Context: an optimization exercise on an open-source flow, tuned for small area, a short achievable clock period and few clock cycles. The choices shown serve that exercise and are no tape-out recipe. At most, simulation tests tie the RTL to the original design; equivalence was not proved. Power figures rest on the tool's default switching activity, not on a simulated workload.

## branch delta
// JAM
module JAM (
    input CLK,
    input RST,
    output [2:0] W,
    output [2:0] J,
    input [6:0] Cost,
    output [3:0] MatchCount,
    output [9:0] MinCost,
    output Valid
);
For scale: about 2200 cells after synthesis, ~30 I/O pins.
==> flow/config.mk <==
export PLATFORM = sky130hd
export DESIGN_NAME = JAM
export DESIGN_NICKNAME = JAM
export VERILOG_FILES = /design/flow/design.v
export SDC_FILE = /design/flow/constraint.sdc
export NUM_CORES = 4
export LEC_CHECK = 0
export CAP_MARGIN = 20
export CORE_MARGIN = 2
export CORE_UTILIZATION = 40
export PLACE_DENSITY = 0.6
export SLEW_MARGIN = 20
==> flow/constraint.sdc <==
create_clock -name core_clock -period 4.5 [get_ports {CLK}]
set_input_delay 0.9000 -clock core_clock [delete_from_list [all_inputs] [get_ports {CLK}]]
set_output_delay 0.9000 -clock core_clock [all_outputs]
set_load 0.01 [all_outputs]
run.sh (not shown) runs the stock make flow with config.mk's settings and CLKGATE_MAP_FILE= SYNTH_SCRIPT=/design/flow/synth_recipe.tcl, a recipe that flattens the netlist after the stock synthesis.
In summary, branch delta completed successfully, with a layout that passed the timing, DRC and antenna checks.
Testbench counts of branch delta, summed over its fixed seeds: cycles 14,735.
The following lists how branch amber was set up differently from branch delta:
- putting SETUP_SLACK_MARGIN at 1.0 where nothing was set
- putting ABC_CLOCK_PERIOD_IN_PS at 3500 where nothing was set
branch amber -> branch delta: complex-gate fraction of the synthesized area delta 0, exact match
Total power on branch amber is up relative to branch delta.
On clock input transition at the sequential cells of the worst setup and hold paths, branch delta and branch amber are neck and neck.
branch delta | status: complete | timing, DRC, antenna: pass
branch amber | status: complete | timing, DRC, antenna: pass
Required time at the endpoint of the critical path: branch delta vs branch amber — no meaningful difference
branch delta -> branch amber: via count increased by a few percent

---

JAM, a different RTL version from the one above (not shown whole).
Size: roughly 4000 cells after synthesis, ~400 flip-flops, ~30 I/O pins, ~0.030 mm^2 of cells after synthesis.
clock: 4.5 ns
lec_check: 0
abc_area: 1
cap_margin: 20
core_margin: 2
core_utilization: 40
place_density: 0.6
slew_margin: 20
The baseline ran to the end with violations: negative setup slack.
Next try:
Settings changed: ABC_AREA 1 to unset.
The new run finished but fails on negative setup slack.
Total power goes down by 2.8%.
Hold slack is worse by 0.028 ns.
Critical path depth went down by 9.
Worst setup slack got worse by 0.27 ns.
Non-clock buffer count is lower by 12.
Wire length drops by 2.8%.
Cell area went down by 4.2%.
Global-route usage climbs by 0.52 points.
Register-to-register slack is worse by 0.27 ns.
Synthesized cell count shrinks by 25%.
No functional check of the RTL was part of any run of this note.

---

== the previous run ==
JAM, a different RTL version from the one above (not shown whole).
Size: ~3700 cells after synthesis, ~360 flip-flops, roughly 30 I/O pins.
Design JAM, start of the top module:
module JAM (
    input CLK,
    input RST,
    output [2:0] W,
    output [2:0] J,
    input [6:0] Cost,
    output [3:0] MatchCount,
    output [9:0] MinCost,
    output Valid
);
    localparam [3:0] P1 = 4'd0, CH = 4'd1, PU = 4'd2, HI = 4'd4, HB = 4'd5,
                     HA = 4'd6, HS = 4'd7, HW = 4'd8, HU = 4'd9, DI = 4'd10, DFS = 4'd11,
                     FIN = 4'd12, DONE = 4'd13;
    reg [3:0]  ph;
    reg [5:0]  t;           
    reg [5:0]  tq;          
    reg        p2m;         
    reg        qv;          
    reg        sv;          
    reg [7:0]  Creg;        
    reg        pend;        
    reg [6:0]  rmin;        
    reg [6:0]  u [0:7];     
    reg [7:0]  v [0:7];     
    reg [63:0] tm;          
    reg [9:0]  lb0;         
    reg [2:0]  mr [0:7];    
    reg [2:0]  mc [0:7];    
    reg [7:0]  rm;          
    reg [7:0]  cm;          
    reg [7:0]  Sm;          
    reg [7:0]  Tm;          
    reg [2:0]  par [0:7];   
    reg [2:0]  jc;          
    reg [7:0]  dl;          
    reg        sfirst;      
    reg [3:0]  cnt;
    reg [7:0]  Trow;        
    reg        f4v;         
    reg        qv2;         
    assign Valid = (ph == DONE);
    assign MinCost = lb0;
    assign MatchCount = cnt;
    wire [2:0] hi = t[5:3];
    wire [2:0] lo = t[2:0];
    assign W = hi;
    assign J = lo;
    integer i, a, b, x, y, g1, g2, h2, h3, g4, h4, g6, h7;
    function [2:0] lowest;
        input [7:0] m;
        begin
            casez (m)
                8'b???????1: lowest = 3'd0;
                8'b??????10: lowest = 3'd1;
                8'b?????100: lowest = 3'd2;
                8'b????1000: lowest = 3'd3;
                8'b???10000: lowest = 3'd4;
                8'b??100000: lowest = 3'd5;
                8'b?1000000: lowest = 3'd6;
                default:     lowest = 3'd7;
            endcase
        end
    endfunction
    wire       indfs = (ph == DFS);
    wire       inhs = (ph == HS);
    wire [2:0] k = hi;
    wire [2:0] j = lo;
    wire       inhu = (ph == HU);
    wire [6:0] ur = u[hi];                           
    wire [7:0] vr = v[lo];                           
    wire [8:0] redn = {2'b0, Cost} - {2'b0, ur} - {vr[7], vr};
  ...
make LEC_CHECK=0 CAP_MARGIN=20 CORE_MARGIN=2 CORE_UTILIZATION=40 PLACE_DENSITY=0.6 SETUP_SLACK_MARGIN=0.65 SLEW_MARGIN=20 finish   # period 4.5 ns
The previous run: no failed stages, no open violations at the end
Testbench counts of the previous run, summed over its fixed seeds: cycles 4,759.
--- input diff the previous run..the current run ---
Settings: swapping 0.65 for 0.5 in SETUP_SLACK_MARGIN.
## What came out
The current run closes out successfully: all stages finished, all timing, DRC and antenna checks passed.
Sort the previous run and the current run by area added between synthesis and finish, ascending, and the current run comes first.
Looking at portion of total power attributed to combinational logic, the current run sits 0.7 points lower than the previous run does.
On global-route usage, the current run tracks the previous run almost exactly.
Across both runs, met3 global-route usage was higher for the current run than for the previous run.
As far as number of detailed-route iterations in the first pass goes, the current run and the previous run are indistinguishable; the numbers are identical.
Of the previous run and the current run, the lower net switching fraction of the power belongs to the previous run.
On final critical-path setup slack: the current run sits below the previous run.
In the tables for the previous run and the current run, minimum period implied by the final worst setup slack reads lower with the previous run.

---

## wip/sierra
Another version of the RTL of JAM (not shown whole).
For scale: ~3600 cells after synthesis, about 360 flip-flops, about 0.031 sq mm of cells after synthesis.
export LEC_CHECK = 0
export CAP_MARGIN = 20
export CORE_MARGIN = 2
export CORE_UTILIZATION = 40
export PLACE_DENSITY = 0.6
export SETUP_SLACK_MARGIN = 0.7
export SLEW_MARGIN = 20
create_clock -name core_clock -period 4.5 [get_ports {CLK}]
Testbench counts of wip/sierra, summed over its fixed seeds: cycles 4,791.
> inputs changed (wip/sierra -> wip/quartz)
diff --git a/flow/config.mk b/flow/config.mk
--- a/flow/config.mk
+++ b/flow/config.mk
@@ -9,5 +9,5 @@
 export CORE_MARGIN = 2
-export CORE_UTILIZATION = 40
-export PLACE_DENSITY = 0.6
-export SETUP_SLACK_MARGIN = 0.7
+export CORE_UTILIZATION = 55
+export PLACE_DENSITY = 0.7
+export SETUP_SLACK_MARGIN = 0.3
 export SLEW_MARGIN = 20
- wip/quartz vs wip/sierra, sequential fraction of total cell area went up by 1.4 points.
- In wip/quartz, the post-layout minimum cycle time came out 0.28 ns above the value in wip/sierra.
- Detailed-routed wire length on met2 of wip/quartz falls short of that of wip/sierra slightly.
- wip/quartz — post-layout total power about 4.6% lower, wip/sierra as reference
- wip/quartz vs. wip/sierra: power share of the combinational group went up by 1.3 points.
- Summary — final worst-path cycle share, wip/quartz relative to wip/sierra: higher, by 6.3 points.
- As far as clock tree skew after final layout is concerned, wip/sierra and wip/quartz perform about the same.
- Compare wip/quartz and wip/sierra | non-clock buffer count in the final layout lower: wip/quartz
- Compared with wip/sierra, in wip/quartz total track usage +16 points, met1 routing resource usage after global routing +18 points.
Setup changes, wip/quartz to wip/harbor
diff --git a/flow/config.mk b/flow/config.mk
--- a/flow/config.mk
+++ b/flow/config.mk
@@ -9,5 +9,5 @@
 export CORE_MARGIN = 2
-export CORE_UTILIZATION = 55
-export PLACE_DENSITY = 0.7
-export SETUP_SLACK_MARGIN = 0.3
+export CORE_UTILIZATION = 40
+export PLACE_DENSITY = 0.6
+export SETUP_SLACK_MARGIN = 1.2
 export SLEW_MARGIN = 20
Results
wip/harbor closes out successfully: all stages finished, all timing, DRC and antenna checks passed. For wip/harbor, the most common library cell in the layout ignoring fill and taps was buf_4, unlike wip/quartz, where it was nand2_1. The lower sequential fraction of total cell area came out of wip/harbor. Relative to wip/quartz, final area has increased by about 14% in wip/harbor. wip/harbor vs. wip/quartz: ratio of cells with drive above 1 in the final layout went up 12 points, overall power after layout rose 0.00092 W, reported leakage power up about 13%.
Here is what was changed in the inputs of wip/lagoon compared with wip/harbor.
diff --git a/flow/config.mk b/flow/config.mk
--- a/flow/config.mk
+++ b/flow/config.mk
@@ -11,3 +11,3 @@
 export PLACE_DENSITY = 0.6
-export SETUP_SLACK_MARGIN = 1.2
+export SETUP_SLACK_MARGIN = 0.5
 export SLEW_MARGIN = 20
==> comparison <==
- wip/lagoon vs wip/harbor, slowest library cell on the worst path: dfxtp_1 vs o21ai_1
- Comparing wip/harbor against wip/lagoon, there is no change at all in portion of netlist area occupied by mux cells.
- Number of nets at the end of the flow, wip/lagoon and wip/harbor: lower on wip/lagoon
- As far as area after synthesis goes, wip/lagoon and wip/harbor are indistinguishable; the numbers are identical.
- The lower fraction of power spent switching nets of wip/lagoon and wip/harbor is in wip/lagoon.
- wip/harbor -> wip/lagoon: post-synthesis share of cell area spent on xor and xnor gates delta 0, exact match
- Against wip/harbor, wip/lagoon reports a layout overhead on the synthesized area that is lower.
- Routed wire length sits lower in wip/lagoon than in wip/harbor.
- Comparing wip/lagoon and wip/harbor, the lower hold slack is on wip/lagoon.
### wip/lagoon -> wip/ember
diff --git a/flow/config.mk b/flow/config.mk
--- a/flow/config.mk
+++ b/flow/config.mk
@@ -11,3 +11,2 @@
 export PLACE_DENSITY = 0.6
-export SETUP_SLACK_MARGIN = 0.5
 export SLEW_MARGIN = 20
### Flow results
- Of the two values seen for last element of the critical path, par[6][2] was produced by wip/ember and ph[2] by wip/lagoon.
- Final critical delay including setup and external delays delta for wip/ember relative to wip/lagoon: 0.37 ns higher
- Wire length improves in wip/ember relative to wip/lagoon.
- NOTE placed cell count wip/lagoon->wip/ember increased slightly
- Per the comparison of wip/ember with wip/lagoon, maximum frequency saw a decrease, clock-cell share of area saw a decrease, cell count saw little to no change.

---

Another version of the RTL of JAM (not shown whole).
Size in the first run: about 3,300 cells after synthesis, ~430 flip-flops, about 31,000 sq um of cells after synthesis.
==> flow/design.v (excerpt) <==
module JAM (
    input CLK,
    input RST,
    output [2:0] W,
    output [2:0] J,
    input [6:0] Cost,
    output [3:0] MatchCount,
    output [9:0] MinCost,
    output Valid
);
    localparam [3:0] P1 = 4'd0, CH = 4'd5, P2 = 4'd1, GAP = 4'd2, GAP3 = 4'd6, DFS = 4'd3, FIN = 4'd7, DONE = 4'd4;
    reg [3:0]  ph;
    reg [5:0]  t;           
    reg        qp;          
    reg [5:0]  tq;          
    reg        qv;          
    reg [6:0]  Creg;        
    reg        pend;        
    reg [6:0]  u [0:7];
    reg [6:0]  v [0:7];
    reg [63:0] tm;          
    reg [9:0]  lb0;         
    reg [9:0]  lb [1:6];    
    reg [10:0] S;           
    reg [10:0] A;           
    reg [6:0]  V;           
    reg [9:0]  best;
    reg [3:0]  cnt;
    reg [2:0]  js [0:6];    
    reg [2:0]  nj [0:6];    
    reg [6:0]  nr;          
    reg [6:0]  lastf;       
    reg [2:0]  PL;          
    reg        PLv;         
    reg [7:0]  used;
    reg [7:0]  Trow;        
    reg        jv;          
    reg        rd;          
    reg        upd;         
    reg [3:0]  pc;          
    reg [15:0] M4;          
    reg        f4v;         
    reg [11:0] qr;          
    reg        qv2;         
    assign Valid = (ph == DONE);
    assign MinCost = best;
    assign MatchCount = cnt;
    wire [2:0] hi = t[5:3];
    wire [2:0] lo = t[2:0];
    assign W = (ph == P2) ? lo : hi;
    assign J = (ph == P2) ? hi : lo;
    integer i, a, b;
    function [7:0] lowbit;
        input [7:0] m;
        begin
            lowbit = m & (~m + 8'd1);
        end
    endfunction
    function [6:0] pick;
        input [7:0] oh;
        input [55:0] vals;
        integer x;
        begin
            pick = 7'd0;
            for (x = 0; x < 8; x = x + 1) pick = pick | (vals[7*x +: 7] & {7{oh[x]}});
        end
    endfunction
    function [2:0] lowest;
        input [7:0] m;
        begin
            casez (m)
                8'b???????1: lowest = 3'd0;
                8'b??????10: lowest = 3'd1;
                8'b?????100: lowest = 3'd2;
                8'b????1000: lowest = 3'd3;
                8'b???10000: lowest = 3'd4;
                8'b??100000: lowest = 3'd5;
  ...
Settings: LEC_CHECK=0, CAP_MARGIN=20, CORE_MARGIN=2, CORE_UTILIZATION=40, PLACE_DENSITY=0.6, SETUP_SLACK_MARGIN=0.4, SLEW_MARGIN=20; clock period 4.5 ns.
The baseline completed with no timing, DRC or antenna violations.
Change:
--- a/flow/config.mk
+++ b/flow/config.mk
@@ -11,3 +11,2 @@
 export PLACE_DENSITY = 0.6
-export SETUP_SLACK_MARGIN = 0.4
 export SLEW_MARGIN = 20
Non-clock buffer count decreases by 25; hold slack degrades by 0.0055 ns; total power decreases by 3.2%; design area decreases by 2.7%; wire length increases by 1.6%.
No run of this note included a check of the RTL's function; only the layout flow was run.

==> what the ideal ports hide <==
The flow's constraints put no driver on any port. The routed layouts listed below were extracted and timed again, unchanged, in two steps.
Step 1 (the two cells are an assumption about what drives the block):
set clk [get_ports {CLK}]
set_driving_cell -lib_cell sky130_fd_sc_hd__clkbuf_16 $clk
set_driving_cell -lib_cell sky130_fd_sc_hd__buf_2 [delete_from_list [all_inputs] $clk]
Step 2 adds t to the input delays and takes it off the output delays; t is the mean of the earliest and latest rising clock arrival at the registers after step 1. Input paths then give back, and output paths get back, about the clock's delay inside the block.
a / b / c = ideal / step 1 / step 2; a / b = the first two.
| run | shift t [ns] | slack for setup (ns) | worst hold slack (ns) | worst register clock-pin slew, ns |
|---|---|---|---|---|
| branch delta | 0.642 | 0.081 / 0.081 / -0.192 | 0.559 / 0.559 / 0.559 | 0.07 / 0.07 |
| branch amber | 0.648 | 0.324 / 0.324 / -0.100 | 0.511 / 0.511 / 0.511 | 0.07 / 0.07 |
| the first run of note 2 | 0.673 | -2.274 / -2.274 / -2.274 | 0.560 / 0.560 / 0.560 | 0.07 / 0.07 |
| the second run of note 2 | 0.661 | -2.540 / -2.540 / -2.540 | 0.532 / 0.532 / 0.532 | 0.07 / 0.07 |
| the previous run | 0.676 | 0.580 / 0.580 / 0.580 | 0.370 / 0.370 / 0.370 | 0.07 / 0.07 |
| the current run | 0.689 | 0.512 / 0.512 / 0.512 | 0.373 / 0.373 / 0.373 | 0.08 / 0.08 |
| wip/sierra | 0.684 | 0.469 / 0.469 / 0.469 | 0.365 / 0.365 / 0.365 | 0.07 / 0.07 |
| wip/quartz | 0.672 | 0.186 / 0.186 / 0.186 | 0.368 / 0.368 / 0.368 | 0.07 / 0.07 |
| wip/harbor | 0.691 | 0.498 / 0.498 / 0.498 | 0.359 / 0.359 / 0.359 | 0.07 / 0.07 |
| wip/lagoon | 0.680 | 0.443 / 0.443 / 0.443 | 0.341 / 0.341 / 0.341 | 0.07 / 0.07 |
| wip/ember | 0.675 | 0.068 / 0.068 / 0.068 | 0.364 / 0.364 / 0.364 | 0.07 / 0.07 |
| the first run of note 5 | 0.698 | 0.387 / 0.387 / -0.136 | 0.403 / 0.403 / 0.403 | 0.07 / 0.07 |
| the second run of note 5 | 0.682 | 0.201 / 0.191 / -0.327 | 0.397 / 0.397 / 0.397 | 0.07 / 0.07 |
Met with ideal ports but missed after step 2: setup timing in branch delta, branch amber, the first run of note 5 and the second run of note 5. The setup slack of the second run of note 5, which loses most, moves by -0.010 ns with the drivers and by -0.528 ns with both steps.
